What follows belongs to an exercise in optimizing a design on an open flow for small area; a production flow would make more cautious choices.
Only the layout flow was run in this run; the RTL was not checked for function there.
Power figures rest on the tool's default switching activity, not on a simulated workload.

## run.sh

```bash
#!/bin/bash
# synth_recipe.tcl (not shown) runs the flow's synth.tcl, then flattens the netlist and writes it again
# the make line also repeats each setting of config.mk as NAME=value (left out here)
make -C /OpenROAD-flow-scripts/flow DESIGN_CONFIG=/design/flow/config.mk WORK_HOME=/design/flow/orfs CLKGATE_MAP_FILE= SYNTH_SCRIPT=/design/flow/synth_recipe.tcl finish
```

## config.mk

```make
export PLATFORM = sky130hd
export DESIGN_NAME = bridge_top
export DESIGN_NICKNAME = bridge_top
export VERILOG_FILES = /design/flow/design.v
export SDC_FILE = /design/flow/constraint.sdc
export NUM_CORES = 4
export LEC_CHECK = 0
export CAP_MARGIN = 20
export CORE_MARGIN = 2
export CORE_UTILIZATION = 40
export SLEW_MARGIN = 20
```

## constraint.sdc

```tcl
create_clock -name core_clock -period 4.0 [get_ports {hclk}]
set_input_delay 0.8000 -clock core_clock [delete_from_list [all_inputs] [get_ports {hclk}]]
set_output_delay 0.8000 -clock core_clock [all_outputs]
set_load 0.01 [all_outputs]
```

## design.v

```verilog
module ahb_slave(hclk,hresetn,hwrite,hreadyin,htrans,haddr,hwdata,valid,haddr1,haddr2,haddr3,haddr4,hwdata1,hwdata2,hwdata3,hwdata4,hwritereg,hwritereg1,tempselx);
input hclk,hresetn,hwrite,hreadyin;
input [1:0]htrans;
input [31:0]haddr,hwdata; 
output reg valid,hwritereg,hwritereg1;
output reg [2:0]tempselx;
output reg [31:0] haddr1,haddr2,haddr3,haddr4,hwdata1,hwdata2,hwdata3,hwdata4;
always @(posedge hclk)
  begin
    if(!hresetn)
      begin
        haddr1<=0;
        haddr2<=0;
	haddr3<=0;
        haddr4<=0;
      end
    else
      begin
        haddr1<=haddr;
        haddr2<=haddr1;
	haddr3<=haddr2;
	 haddr4<=haddr3;
      end
  end
always @(posedge hclk)
  begin
    if(!hresetn)
      begin
        hwdata1<=0;
        hwdata2<=0;
	hwdata3<=0;
        hwdata4<=0;
      end
    else
      begin
        hwdata1<=hwdata;
        hwdata2<=hwdata1;
	hwdata3<=hwdata2;
        hwdata4<=hwdata3;
      end
  end
always @(posedge hclk)
  begin
    if(!hresetn)
      begin
        hwritereg<=0;
        hwritereg1<=0; 
      end
    else
      begin
        hwritereg<=hwrite;
        hwritereg1<=hwritereg;
      end
  end
always @(*)
  begin
    valid=1'b0;
    if(hreadyin==1 && haddr>=32'h8000_0000 && haddr<32'h8c00_0000 && (htrans==2'b10 || htrans==2'b11))
      valid=1;
    else
      valid=0;
  end
always @(*)
  begin
    tempselx=3'b000;
    if(haddr>=32'h8000_0000 && haddr<32'h8400_0000)
      tempselx=3'b001; 
    else if(haddr>=32'h8400_0000 && haddr<32'h8800_0000)
      tempselx=3'b010; 
    else if(haddr>=32'h8800_0000 && haddr<32'h8c00_0000)
      tempselx=3'b100; 
  end 
endmodule
module apb_controller(hclk,hresetn,hwrite,hwritereg,hwritereg1,haddr1,haddr2,haddr3,haddr4,haddr,hwdata,hwdata1,hwdata2,hwdata3,hwdata4,tempselx,valid,prdata,pwrite,penable,psel,paddr,pwdata,hr_readyout,hresp,hrdata);
input hclk,hresetn,hwrite,hwritereg,hwritereg1,valid;
input[31:0]haddr1,haddr2,haddr3,haddr4,haddr,hwdata1,hwdata2,hwdata3,hwdata4,hwdata,prdata;
input [2:0]tempselx;
output reg hr_readyout,pwrite,penable;
output [1:0]hresp;
output reg [2:0]psel;
output reg [31:0]paddr,pwdata;
output [31:0]hrdata;
reg penable_temp,pwrite_temp,hr_readyout_temp;
reg [2:0]psel_temp;
reg [31:0]paddr_temp,pwdata_temp;
reg [2:0]present,next;
parameter ST_IDLE=3'b000,
          ST_READ=3'b001,
          ST_RENABLE=3'b010,
          ST_WENABLE=3'b011,
          ST_WRITE=3'b100,
          ST_WWAIT=3'b101,
          ST_WRITEP=3'b110,
          ST_WENABLEP=3'b111;
always@(posedge hclk)
  begin
    if(!hresetn)
      present<=ST_IDLE;
    else
      present<=next;
  end
always@ (*)
  begin
    next=ST_IDLE;
    case(present)
      ST_IDLE:
       begin
        if(valid==1 && hwrite==1)
          next=ST_WWAIT;
        else if(valid==1 && hwrite==0)
          next=ST_READ;
        else 
          next=ST_IDLE;
       end
      ST_WWAIT:
       begin
        if(valid)
          next=ST_WRITEP;
        else
          next=ST_WRITE;
       end
      ST_WRITE:
       begin
        if(valid)
          next=ST_WENABLEP;
        else
          next=ST_WENABLE;
       end
      ST_WENABLE:
       begin
        if(valid==1 && hwrite==0)
          next=ST_READ;
        else if(valid==1 && hwrite==1)
          next=ST_WWAIT;
        else if(valid==0)
          next=ST_IDLE;
       end
      ST_READ:next= ST_RENABLE;
      ST_RENABLE:
       begin
        if(valid==1 && hwrite==0)
          next=ST_READ;
        else if(valid==1 && hwrite==1)
          next=ST_WWAIT;
        else if(valid==0)
          next=ST_IDLE;
       end
      ST_WENABLEP:
       begin
        if(hwritereg1==0)
          next=ST_READ;
        else if(valid==1 && hwritereg==1)
          next=ST_WRITEP;
        else if(valid==0 && hwritereg1==1)
          next=ST_WRITE;
       end
      ST_WRITEP: next=ST_WENABLEP;
      default: next=ST_IDLE;
    endcase  
  end
always@(*)
  begin
    case(present)
      ST_IDLE:
       begin
        if(valid==1 && hwrite==0)
         begin
           paddr_temp=haddr;
	   pwdata_temp=hwdata; 
           pwrite_temp=hwrite; 
           psel_temp=tempselx;
           penable_temp=0;
           hr_readyout_temp=0;
         end
        else if(valid==1 && hwrite==1)
         begin
	   paddr_temp=haddr1;
	   pwrite_temp=hwritereg;
	   pwdata_temp=hwdata;
           psel_temp=0;
           penable_temp=0;
           hr_readyout_temp=1;
         end
        else
         begin
	   paddr_temp=haddr1; 
	   pwrite_temp=hwritereg; 
	   pwdata_temp=hwdata1; 
           psel_temp=0;
           penable_temp=0;
           hr_readyout_temp=1'b1;
         end
       end
      ST_READ:
       begin
        if(!hwritereg) 
	  begin
	    paddr_temp=haddr1;
	    pwdata_temp=hwdata; 
	    pwrite_temp=0;
   	    psel_temp=tempselx;
            penable_temp=1;
            hr_readyout_temp = 1'b1;
	   end
	 else 
	   begin
	     paddr_temp=haddr3;
	     pwdata_temp=hwdata3;
	     pwrite_temp=0;
   	     psel_temp=tempselx;
             penable_temp=1;
             hr_readyout_temp = 1'b1;
	   end
       end
      ST_RENABLE:
       begin
        if(valid==1 && hwrite==0)
         begin
           paddr_temp=haddr;
	   pwdata_temp=hwdata; 
           pwrite_temp=hwrite;
           psel_temp=tempselx;
           penable_temp=0;
           hr_readyout_temp=0;
         end
        else if(valid==1 && hwrite==1)
         begin
	   paddr_temp=haddr4;
   	   pwdata_temp=hwdata4;
	   pwrite_temp=0;
           psel_temp=0;
           penable_temp=0;
           hr_readyout_temp=1;
         end
        else
         begin
	   paddr_temp=haddr2;
	   pwdata_temp=hwdata;
	   pwrite_temp=1'b0;
           psel_temp=0;
           penable_temp=0;
           hr_readyout_temp=1; 
         end     
       end 
      ST_WWAIT:
       begin
         if(valid)
	   begin
	     paddr_temp=haddr1;
             pwdata_temp=hwdata;
             pwrite_temp=hwritereg; 
             psel_temp=tempselx;
             penable_temp=0;
             hr_readyout_temp=0; 
	   end
	  else
	    begin
	      paddr_temp=haddr1;
              pwdata_temp=hwdata;
              pwrite_temp=hwritereg; 
              psel_temp=tempselx;
              penable_temp=0;
              hr_readyout_temp=1; 
	    end
       end
      ST_WRITE:
       begin
         if(hwritereg1) 
	   begin
	     paddr_temp=haddr2; 
	     pwdata_temp=hwdata1;
	     psel_temp=tempselx;
	     pwrite_temp=1;
             penable_temp=1;
             hr_readyout_temp=1; 
	   end
	 else 
	   begin
	     paddr_temp=haddr3; 
	     pwdata_temp=hwdata1;
	     psel_temp=tempselx;
	     pwrite_temp=1;
             penable_temp=1;
             hr_readyout_temp=1; 
	   end
       end
      ST_WENABLE: 
       begin
        if(valid==1 && hwrite==0) 
         begin
	   paddr_temp=haddr; 
           pwdata_temp=hwdata; 
	   pwrite_temp=hwritereg;
           psel_temp=0;
           penable_temp=0;
           hr_readyout_temp=1'b0; 
         end
        else if(valid==1 && hwrite==1) 
         begin 
           paddr_temp=haddr1;
	   pwdata_temp=hwdata; 
           pwrite_temp=hwritereg;
           psel_temp=tempselx;
           penable_temp=0;
           hr_readyout_temp=0;
         end
        else
         begin
	   paddr_temp=haddr3;
	   pwdata_temp=hwdata2;
	   pwrite_temp=1;
           psel_temp=0;
           penable_temp=0;
           hr_readyout_temp=1; 
         end 
       end
      ST_WRITEP:
       begin
	 if(hwritereg==0) 
           begin
	     paddr_temp=haddr2; 
	     pwdata_temp=hwdata1;
	     pwrite_temp=1;
	     psel_temp=tempselx;
             penable_temp=1;
             hr_readyout_temp=0;		  
           end
         else if(hwdata2[31:8]!=24'd0) 
           begin
	     paddr_temp=haddr3; 
	     pwdata_temp=hwdata1;
	     pwrite_temp=1;
	     psel_temp=tempselx;
             penable_temp=1;
             hr_readyout_temp=1;           
           end 
      else 
       begin
         paddr_temp=haddr2;
	 pwdata_temp=hwdata1;
	 pwrite_temp=1;
	 psel_temp=tempselx;
         penable_temp=1;
         hr_readyout_temp=1; 
       end
      end
      ST_WENABLEP:
       begin
         if(valid==0 && hwritereg1==1)
	   begin
	     paddr_temp=haddr2;
             pwdata_temp=hwdata;
             pwrite_temp=hwritereg1; 
             psel_temp=tempselx;
             penable_temp=0;
             hr_readyout_temp=1'b1; 
	   end
	  else if(valid==1 && hwritereg==1)
	    begin
              paddr_temp=haddr2;
              pwdata_temp=hwdata;
              pwrite_temp=hwritereg1; 
              psel_temp=tempselx;
              penable_temp=0;
              hr_readyout_temp=0; 
	    end
	   else  
	     begin
               paddr_temp=haddr2;
               pwdata_temp=hwdata2;
               pwrite_temp=hwritereg1; 
               psel_temp=tempselx;
               penable_temp=0;
               hr_readyout_temp=0;			
	     end 
       end
    endcase
  end
always @(posedge hclk)
  begin
    if(!hresetn)
      begin
        paddr<=0;
        pwdata<=0;
        pwrite<=0;
        psel<=0;
        penable<=0;
        hr_readyout<=1;
      end
    else
      begin
        paddr<=paddr_temp;
        pwdata<=pwdata_temp;
        pwrite<=pwrite_temp;
        psel<=psel_temp;
        penable<=penable_temp;
        hr_readyout<=hr_readyout_temp;
      end
  end
  assign hrdata=prdata; 
  assign hresp=0; 
endmodule
module bridge_top(hclk,hresetn,hwrite,haddr,hwdata,hreadyin,htrans,prdata,pwrite,penable,psel,paddr,pwdata,hrdata,hr_readyout,hresp);
input hclk,hresetn,hwrite,hreadyin;
input [1:0]htrans;
input [31:0]haddr,hwdata,prdata;
output pwrite,penable,hr_readyout;
output [1:0]hresp;
output [2:0]psel;
output [31:0]paddr,pwdata,hrdata;
wire [31:0] hwdata1,hwdata2,hwdata3,hwdata4,haddr1,haddr2,haddr3,haddr4,prdata;
wire [2:0]tempselx;
wire valid,hwritereg,hwritereg1;
ahb_slave ahb_sl(hclk,hresetn,hwrite,hreadyin,htrans,haddr,hwdata,valid,haddr1,haddr2,haddr3,haddr4,hwdata1,hwdata2,hwdata3,hwdata4,hwritereg,hwritereg1,tempselx);
apb_controller apb_c(hclk,hresetn,hwrite,hwritereg,hwritereg1,haddr1,haddr2,haddr3,haddr4,haddr,hwdata,hwdata1,hwdata2,hwdata3,hwdata4,tempselx,valid,prdata,pwrite,penable,psel,paddr,pwdata,hr_readyout,hresp,hrdata);
endmodule
```

==> run summary <==
Highest routed layer: met4
Avg Vias per Cell: 5.75
RePlAce Congestion: 0.806
Cell Rows: 68
Initial DRC Count: 1058
Yosys warns: 2
Min cycle time layout: 3070 ps
Peak supply drop: 258 µV
Total gr overflow: 0
Power share of the clock group: 46.3%
Clock-pin slew of the registers on the worst-case setup and hold paths: 60 ps
Num CTS Buffers: 37
Max FO, Critical Path: 7
Max-slew violation count: 0
Met2 WL: 19.9 mm
Final hold violation count: 0
CTS Hold Bufs: 0
Post-synth EDFFs: 0
Synth top area share: 47.2%
Setup crit end kind: register
Final setup fails: 0
CP Launch Type: input pin
Count of non-filler cells in the finished layout: 2030
WL/cell: 20.9 µm
I/O Buffers: 138
Fraction of layout cells with a size suffix above 1: 8.70%
Synth Register Bits: 331
Vias in the first global route: 11.6k
P per Cell Area: 440 nW/µm²
Top_reg_cell synth: dfxtp_1
Status: timing/DRC/antenna clean
Data arrival time of the worst path: 3450 ps
DRT antenna net count: 0
Residual DRC count: 0
CTS root buffer: clkbuf_16
Synth area leader: dfxtp_1
H-tree Lvls: 2
Synth Instances: 1477
Placed cells: 1963
Die width: 191 µm
Setup Buffers After CTS: 0
Clock sink count: 331
Max Cap Viol: 0
Synth unique cells: 67
Initial core utilization: 40.6%
Final period util: 76.7%
Register area share after synthesis: 47.2%
Rel. slew slack: 32.1%
Nets: 1649
Die footprint: 36600 µm²
DR WL met3: 2.63 mm
Synthesized cell area: 14000 µm²
Hold Path Class: register to register
P&R area growth vs syn: 20.5%
Core Footprint: 34500 µm²
Largest net degree at the start of global routing: 106
RSZ-0062 raised after global routing: false
Internal: 0.00576 W
Met1 Wirelength: 18.9 mm
Sw Ratio: 22.6%
CP Data Required Time: 4380 ps
Via count: 11.7k
Die height: 191 µm
Sum Neg Setup Slack: 0 ps
Dominant cells by area after synthesis: dfxtp_1 47%, and2_1 11%, mux2i_1 4.2%, a221oi_1 3.6%, mux2_1 3.0%
Routed Wire Length: 42.5 mm
Final setup skew: 23.3 ps
Dpl hpwl: 26.2 mm
Leak Pwr: 6.46 nW
Crit Path Category: input pin to register
Detailed Routing Iterations Pass 1: 5
FFs w/ async S/R, synth: 0%
First-pass GRT wire length: 67.1 mm
Net switching power: 0.00168 W
Initial antenna violation count: 0
Ports: 206
GR Util All Layers: 23.3%
Diode count: 0
Clock buffer depth: 3
Slew @ Worst Pin: 1020 ps
Clock latency on the worst-skew pair: 520 ps
CTS tree: yes
Mean Syn Cell Area: 9.51 µm²
Fmax: 0.326 GHz
PostCTS Resize Cnt: 0
Register share of total power: 46.9%
Comb pwr share: 6.7%
## placed cells by master, fill, tap and decap left out, types with 30 or more instances in the layout
cell             synthesis  final
dfxtp_1                331    328
o31ai_1                 36     36
clkbuf_16                0     39
a31oi_1                 39     39
buf_4                   39     47
nand2_1                 87     86
o21ai_0                 68     68
mux2_1                  37     37
mux2i_1                 59     59
nor2_1                  31     30
and2_1                 256    256
a221oi_1                57     57
clkdlybuf4s50_1          0    136
a21oi_1                 45     44
## per-layer routing
layer  up-vias  GRT usage (%)
met3        74           3.60
met5         -              0
met4         0           7.13
met2       388           38.5
li1       5461              -
met1      5740           31.3
## cell type report
class / instances / area (µm²)
fillers: 3259 / 17600
inverters: 11 / 41.3
clock buffers: 54 / 1090
flip-flops and latches: 331 / 6630
clock inverters: 13 / 146
repair buffers: 189 / 1810
multi-input cells: 977 / 6630
well taps: 455 / 569
## metrics by stage
stage,utilization [%],area (µm²),worst slack (ps),total power [W],hold slack (ps)
floorplan,-,14000,1230,0.00384,422
global placement,45.4,15700,459,0.00406,427
detailed placement,45.4,15700,387,0.00406,434
CTS,49.0,16900,927,0.00751,445
global route,49.0,16900,702,0.00771,452
finish,49.0,16900,931,0.00745,445
## worst paths after layout
check        slack [ps]  cells after the start                   startpoint                          end
min reg2reg         450                      1  ahb_sl.haddr3[3]$_SDFF_PN0_  ahb_sl.haddr4[3]$_SDFF_PN0_
max                 930                      9                    haddr[31]  apb_c.pwdata[31]$_SDFF_PN0_
max reg2reg        1100                      5  apb_c.present[2]$_SDFF_PN0_   apb_c.paddr[16]$_SDFF_PN0_
min                 450                      1  ahb_sl.haddr3[3]$_SDFF_PN0_  ahb_sl.haddr4[3]$_SDFF_PN0_
## cell usage after synthesis, types with 3 or more instances
cell,count
a31oi_1,39
nor4_1,12
nand4_1,7
and2_1,256
o31ai_1,36
buf_6,3
mux2i_1,59
nand2b_1,8
a211oi_1,29
buf_4,39
nor3_1,7
inv_1,10
nor2b_1,7
o21a_1,4
nand3_1,14
a22o_1,28
a41oi_1,15
o311ai_0,4
a22oi_1,11
and3_1,11
o32a_1,4
a32oi_1,8
o2111a_1,6
buf_2,7
o32ai_1,8
a221oi_1,57
o21ai_1,29
a21oi_1,45
mux2_2,7
nor2_1,31
buf_1,10
nand2_1,87
o21ai_0,68
a21o_1,6
clkbuf_1,100
dfxtp_1,331
mux2_1,37
## power groups by stage
stage               clock network, W  logic, W  registers (W)
global placement                   0  0.000493        0.00356
detailed placement                 0  0.000499        0.00356
finish                       0.00345  0.000503        0.00349
CTS                          0.00351  0.000503        0.00349
floorplan                          0  0.000286        0.00355
global route                 0.00366  0.000546        0.00351
## registers in the layout (all words and copies together) (netlist names)
name and cells:
ahb_sl.haddr1 32, ahb_sl.haddr2 32, ahb_sl.haddr3 32, ahb_sl.haddr4 32, ahb_sl.hwdata1 32, ahb_sl.hwdata2 32, ahb_sl.hwdata3 32, ahb_sl.hwdata4 32
apb_c.paddr 32, apb_c.pwdata 32, apb_c.present 3, apb_c.psel 3, ahb_sl.hwritereg 1, ahb_sl.hwritereg1 1, apb_c.hr_readyout 1, apb_c.penable 1
apb_c.pwrite 1
## worst max-delay path, cell delays in order
cell	delay (ps)
clkdlybuf4s50_1	520
nor4b_2	460
buf_4	270
nand4_1	160
buf_4	240
a311oi_1	360
buf_4	210
o21ai_1	60
a221oi_1	370
## kinds of logic (layout without fill, tap and decap cells)
kind of cell | count (synthesis) | count (layout) | synth area share, %
DFF | 331 | 331 | 47.2
buffers and inverters | 170 | 267 | 5.81
muxes | 103 | 103 | 7.74
other | 1 | 2 | 0.0267
and+or+nand+nor | 457 | 457 | 18.4
AOI/OAI and AO/OA | 415 | 415 | 20.9

## what the ideal ports hide
The results above use ideal ports. As a check the final layout listed here was re-extracted and re-timed, cells and wires unchanged.
Step 1, drivers: a clkbuf_16 drives hclk and a buf_2 each remaining input, both assumed.
Step 2, shift: input delay + t, output delay - t, t = (earliest + latest rising clock arrival at the registers) / 2. This alone moves slack from input paths to output paths.
Three values: ideal ports, drivers, drivers and shift; two values: the first two.
t (ns): 0.564
setup WS [ns]: 0.931 / 0.955 / 0.391
cell pins on the clock port's net: 1
After both steps setup and hold are still met in this run. For this run, drivers alone change the setup slack by +0.024 ns; drivers and shift together by -0.540 ns.
